This design comes from an exercise in tuning for small area and a short achievable clock period on the open sky130 flow, not from production work.
RTL that was checked went through simulation tests only; none was proved equivalent to the original.

==> try-nickel <==
## QPSK_Symbol_Timing_Sync_Top
module QPSK_Symbol_Timing_Sync_Top #(
    parameter DATA_WIDTH   = 16,
    parameter MU_WIDTH     = 10,
    parameter MU_FRAC      = 9,
    parameter COEFF_WIDTH  = 16,
    parameter ACC_WIDTH    = 32
)(
    input  wire                         clk,
    input  wire                         rst,
    input  wire signed [DATA_WIDTH-1:0] I_in,
    input  wire signed [DATA_WIDTH-1:0] Q_in,
    output wire signed [DATA_WIDTH-1:0] I_out,
    output wire signed [DATA_WIDTH-1:0] Q_out,
    output reg                          valid_out
);
==> module add_sk, before the edit <==
module add_sk #(
    parameter N = 16
)(
    input  wire [N-1:0] a,
    input  wire [N-1:0] b,
    input  wire         ci,
    output wire [N-1:0] s,
    output wire         co
);
    localparam L = (N > 1) ? $clog2(N) : 1;
    wire [N-1:0] p  = a ^ b;
    wire [N-1:0] g  = a & b;
    wire [N-1:0] g0 = {g[N-1:1], g[0] | (p[0] & ci)};
    wire [N-1:0] p0 = {p[N-1:1], 1'b0};
    genvar l, i;
    generate
        for (l = 0; l < L; l = l + 1) begin : lv
            wire [N-1:0] gi, pi, go, po;
            if (l == 0) begin : first
                assign gi = g0;
                assign pi = p0;
            end else begin : next
                assign gi = lv[l-1].go;
                assign pi = lv[l-1].po;
            end
            for (i = 0; i < N; i = i + 1) begin : bt
                if ((i >> l) & 1) begin : cmb
                    assign go[i] = gi[i] | (pi[i] & gi[((i >> l) << l) - 1]);
                    assign po[i] = pi[i] & pi[((i >> l) << l) - 1];
                end else begin : pas
                    assign go[i] = gi[i];
                    assign po[i] = pi[i];
                end
            end
        end
    endgenerate
    wire [N-1:0] gl = lv[L-1].go;
    wire [N-1:0] c  = {gl[N-2:0], ci};
    assign s  = p ^ c;
    assign co = gl[N-1];
endmodule
==> module interp_chan, before the edit <==
module interp_chan (
    input  wire               clk,
    input  wire               rst,
    input  wire signed [15:0] x_in,
    input  wire [4:0]         aone, atwo, aneg,    
    input  wire [4:0]         bone, btwo, bneg,    
    output wire signed [15:0] x_interp,
    output wire signed [15:0] x1_o,
    output wire        [2:0]  c_o
);
    reg signed [15:0] x3, x2, x1;    
    reg signed [15:0] h;             
    reg signed [16:0] S;             
    reg signed [16:0] D;             
    reg        [2:0]  c;
    always @(posedge clk or posedge rst) begin
        if (rst)
            x3 <= 16'sd0;
        else
            x3 <= x_in;
    end
    wire [15:0] inh = {x_in[15], x_in[15:1]};
    wire [15:0] x2h = {x2[15], x2[15:1]};
    wire        hci = x_in[0] | ~x2[0];
    wire [15:0] h_n;
    wire [16:0] zm, s_n, d_n;
    wire [2:0]  c_n;
    add_sk #(16) u_h (.a(inh), .b(~x2h), .ci(hci), .s(h_n), .co());
    add_sk #(17) u_z (.a({h[15], h}), .b(~{x2h[15], x2h}), .ci(1'b0), .s(zm), .co());
    add_sk #(17) u_s (.a(zm), .b({inh[15], inh}), .ci(hci), .s(s_n), .co());
    add_sk #(17) u_d (.a({x3[15], x3}), .b(~{x2[15], x2}), .ci(1'b1), .s(d_n), .co());
    interp_core u_core (.aone(aone), .atwo(atwo), .aneg(aneg),
                        .bone(bone), .btwo(btwo), .bneg(bneg),
                        .S(S), .D(D), .c(c_n));
    always @(posedge clk) begin
        x2 <= x3;
        x1 <= x2;
        h  <= h_n;
        S  <= s_n;
        D  <= d_n;
        c  <= c_n;
    end
    add_sk #(16) u_i (.a(x1), .b({{13{c[2]}}, c}), .ci(1'b0), .s(x_interp), .co());
    assign x1_o = x1;
    assign c_o  = c;
endmodule
Settings: LEC_CHECK=0, ABC_AREA=1, CAP_MARGIN=20, CORE_MARGIN=2, CORE_UTILIZATION=40, SLEW_MARGIN=20; clock period 14.0 ns.
run.sh (not shown) runs the stock make flow with config.mk's settings and CLKGATE_MAP_FILE= SYNTH_SCRIPT=/design/flow/synth_recipe.tcl, a recipe that flattens the netlist after the stock synthesis.
==> inputs of try-cedar, as changes to try-nickel <==
--- a/flow/design.v
+++ b/flow/design.v
@@ -229,9 +229,8 @@
     output wire         co
 );
-    localparam L = (N > 1) ? $clog2(N) : 1;
+    localparam L = (N > 16) ? 5 : (N > 8) ? 4 : (N > 4) ? 3 : (N > 2) ? 2 : 1;
     wire [N-1:0] p  = a ^ b;
     wire [N-1:0] g  = a & b;
     wire [N-1:0] g0 = {g[N-1:1], g[0] | (p[0] & ci)};
-    wire [N-1:0] p0 = {p[N-1:1], 1'b0};
     genvar l, i;
     generate
@@ -240,5 +239,5 @@
             if (l == 0) begin : first
                 assign gi = g0;
-                assign pi = p0;
+                assign pi = p;
             end else begin : next
                 assign gi = lv[l-1].go;
@@ -246,5 +245,11 @@
             end
             for (i = 0; i < N; i = i + 1) begin : bt
-                if ((i >> l) & 1) begin : cmb
+                if (i == 1 && l == 0) begin : one
+                    assign go[i] = g[1] | (p[1] & g[0]) | (p[1] & p[0] & ci);
+                    assign po[i] = 1'b0;
+                end else if (i == (1 << l) && l > 0) begin : pow
+                    assign go[i] = g[i] | (p[i] & g[i-1]) | (p[i] & p[i-1] & gi[i-2]);
+                    assign po[i] = 1'b0;
+                end else if ((i >> l) & 1) begin : cmb
                     assign go[i] = gi[i] | (pi[i] & gi[((i >> l) << l) - 1]);
                     assign po[i] = pi[i] & pi[((i >> l) << l) - 1];
@@ -261,4 +266,22 @@
     assign co = gl[N-1];
 endmodule
+module add_c3 (
+    input  wire [15:0] x,
+    input  wire [2:0]  c,
+    output wire [15:0] s
+);
+    wire [2:0] lo  = {1'b0, x[1:0]} + {1'b0, c[1:0]};
+    wire       inc = lo[2] & ~c[2];
+    wire       dec = ~lo[2] & c[2];
+    assign s[1:0] = lo[1:0];
+    genvar i;
+    generate for (i = 2; i < 16; i = i + 1) begin : up
+        if (i == 2) begin : b0
+            assign s[i] = x[i] ^ (inc | dec);
+        end else begin : bn
+            assign s[i] = x[i] ^ ((inc & (&x[i-1:2])) | (dec & ~(|x[i-1:2])));
+        end
+    end endgenerate
+endmodule
 module interp_core (
     input  wire [4:0]  aone, atwo, aneg,
@@ -915,5 +938,4 @@
 );
     reg signed [15:0] x3, x2, x1;    
-    reg signed [15:0] h;             
     reg signed [16:0] S;             
     reg signed [16:0] D;             
@@ -926,11 +948,13 @@
     end
     wire [15:0] inh = {x_in[15], x_in[15:1]};
-    wire [15:0] x2h = {x2[15], x2[15:1]};
+    wire [16:0] x1h = {x1[15], x1[15], x1[15:1]};
+    wire [16:0] x2h = {x2[15], x2[15], x2[15:1]};
+    wire [16:0] x3h = {x3[15], x3[15], x3[15:1]};
+    wire [16:0] za  = x3h ^ ~x1h ^ ~x2h;
+    wire [16:0] zb  = (x3h & ~x1h) | (~x2h & (x3h ^ ~x1h));
     wire        hci = x_in[0] | ~x2[0];
-    wire [15:0] h_n;
     wire [16:0] zm, s_n, d_n;
     wire [2:0]  c_n;
-    add_sk #(16) u_h (.a(inh), .b(~x2h), .ci(hci), .s(h_n), .co());
-    add_sk #(17) u_z (.a({h[15], h}), .b(~{x2h[15], x2h}), .ci(1'b0), .s(zm), .co());
+    add_sk #(17) u_z (.a(za), .b({zb[15:0], 1'b0}), .ci(x3[0] | ~x1[0]), .s(zm), .co());
     add_sk #(17) u_s (.a(zm), .b({inh[15], inh}), .ci(hci), .s(s_n), .co());
     add_sk #(17) u_d (.a({x3[15], x3}), .b(~{x2[15], x2}), .ci(1'b1), .s(d_n), .co());
@@ -941,10 +965,9 @@
         x2 <= x3;
         x1 <= x2;
-        h  <= h_n;
         S  <= s_n;
         D  <= d_n;
         c  <= c_n;
     end
-    add_sk #(16) u_i (.a(x1), .b({{13{c[2]}}, c}), .ci(1'b0), .s(x_interp), .co());
+    add_c3 u_i (.x(x1), .c(c), .s(x_interp));
     assign x1_o = x1;
     assign c_o  = c;
==> flow/flow/run.sh (new file) <==
#!/bin/bash
# Standard synthesis and layout, with timing repair aimed at a shorter
# period than the clock (the constraints themselves are unchanged).
set -euo pipefail
bash standard.sh synth > synth.log 2>&1
bash standard.sh SETUP_SLACK_MARGIN=9.5 finish > layout.log 2>&1
==> flow/standard.sh (new file) <==
#!/bin/bash
# synth_recipe.tcl (not shown) runs the flow's synth.tcl, then flattens the netlist and writes it again
# the make line also repeats each setting of config.mk as NAME=value (left out here)
make -C /OpenROAD-flow-scripts/flow DESIGN_CONFIG=/design/flow/config.mk WORK_HOME=/design/flow/orfs CLKGATE_MAP_FILE= SYNTH_SCRIPT=/design/flow/synth_recipe.tcl "${@:-finish}"
removed: flow/run.sh
==> inputs of try-sierra, as changes to try-nickel <==
--- a/flow/design.v
+++ b/flow/design.v
@@ -229,5 +229,5 @@
     output wire         co
 );
-    localparam L = (N > 1) ? $clog2(N) : 1;
+    localparam L = (N > 16) ? 5 : (N > 8) ? 4 : (N > 4) ? 3 : (N > 2) ? 2 : 1;
     wire [N-1:0] p  = a ^ b;
     wire [N-1:0] g  = a & b;
==> flow/flow/run.sh (new file) <==
#!/bin/bash
# Standard synthesis and layout, with timing repair aimed at a shorter
# period than the clock (the constraints themselves are unchanged).
set -euo pipefail
bash standard.sh synth > synth.log 2>&1
bash standard.sh SETUP_SLACK_MARGIN=9 finish > layout.log 2>&1
==> flow/standard.sh (new file) <==
#!/bin/bash
# synth_recipe.tcl (not shown) runs the flow's synth.tcl, then flattens the netlist and writes it again
# the make line also repeats each setting of config.mk as NAME=value (left out here)
make -C /OpenROAD-flow-scripts/flow DESIGN_CONFIG=/design/flow/config.mk WORK_HOME=/design/flow/orfs CLKGATE_MAP_FILE= SYNTH_SCRIPT=/design/flow/synth_recipe.tcl "${@:-finish}"
removed: flow/run.sh
==> summary of the runs <==
try-nickel completed with no timing, DRC or antenna violations. try-cedar finished with timing, DRC and antenna clean. try-sierra finished with timing, DRC and antenna clean.
Setup slack: try-nickel < try-sierra < try-cedar.
In try-cedar the final cell count is higher than in try-nickel, by about 2.6%.
Of try-cedar and try-nickel, try-cedar has the higher fmax (gap about 23%, measured against try-nickel).
The highest via count belongs to try-cedar, the lowest to try-nickel.
Between try-cedar and try-sierra, the lower count of clock-buffer cells in the layout is in try-cedar (gap 17).
Between try-cedar and try-nickel, the lower area after synthesis is in try-cedar (gap about 2.2%, measured against try-nickel).
Between try-nickel and try-sierra, the lower clock skew is in try-sierra (gap 0.017 ns).
Routed wire length, lowest first: try-nickel, try-sierra, try-cedar.
In sequential cell count, try-nickel and try-sierra do not differ.
Function not checked in try-nickel and try-cedar: the RTL went through the layout flow alone.

==> afterwards: timing with drivers on the ports <==
The results above use ideal ports. As a check the final layouts listed here were re-extracted and re-timed, cells and wires unchanged.
Step 1 sets driving cells, clkbuf_16 on the clock port and buf_2 on the other inputs (assumed; they add their load-dependent delay and slew).
Step 2 times the ports against the registers' clock, not the clock port: input delays grow and output delays shrink by t, the midpoint of the rising clock arrivals with the driver on.
Three values: no drivers, after step 1, after step 2; two values: the first two.
run	shift t [ns]	slack for setup (ns)	latest minus earliest clock arrival (ns)
try-nickel	0.657	8.262 / 8.262 / 7.666	0.050 / 0.051
try-cedar	0.623	9.326 / 9.326 / 9.027	0.027 / 0.027
try-sierra	0.649	9.126 / 9.126 / 8.627	0.035 / 0.035
After both steps every run listed still meets setup and hold. The setup slack of try-nickel, which loses most, moves by 0.000 ns with the drivers and by -0.596 ns with both steps.
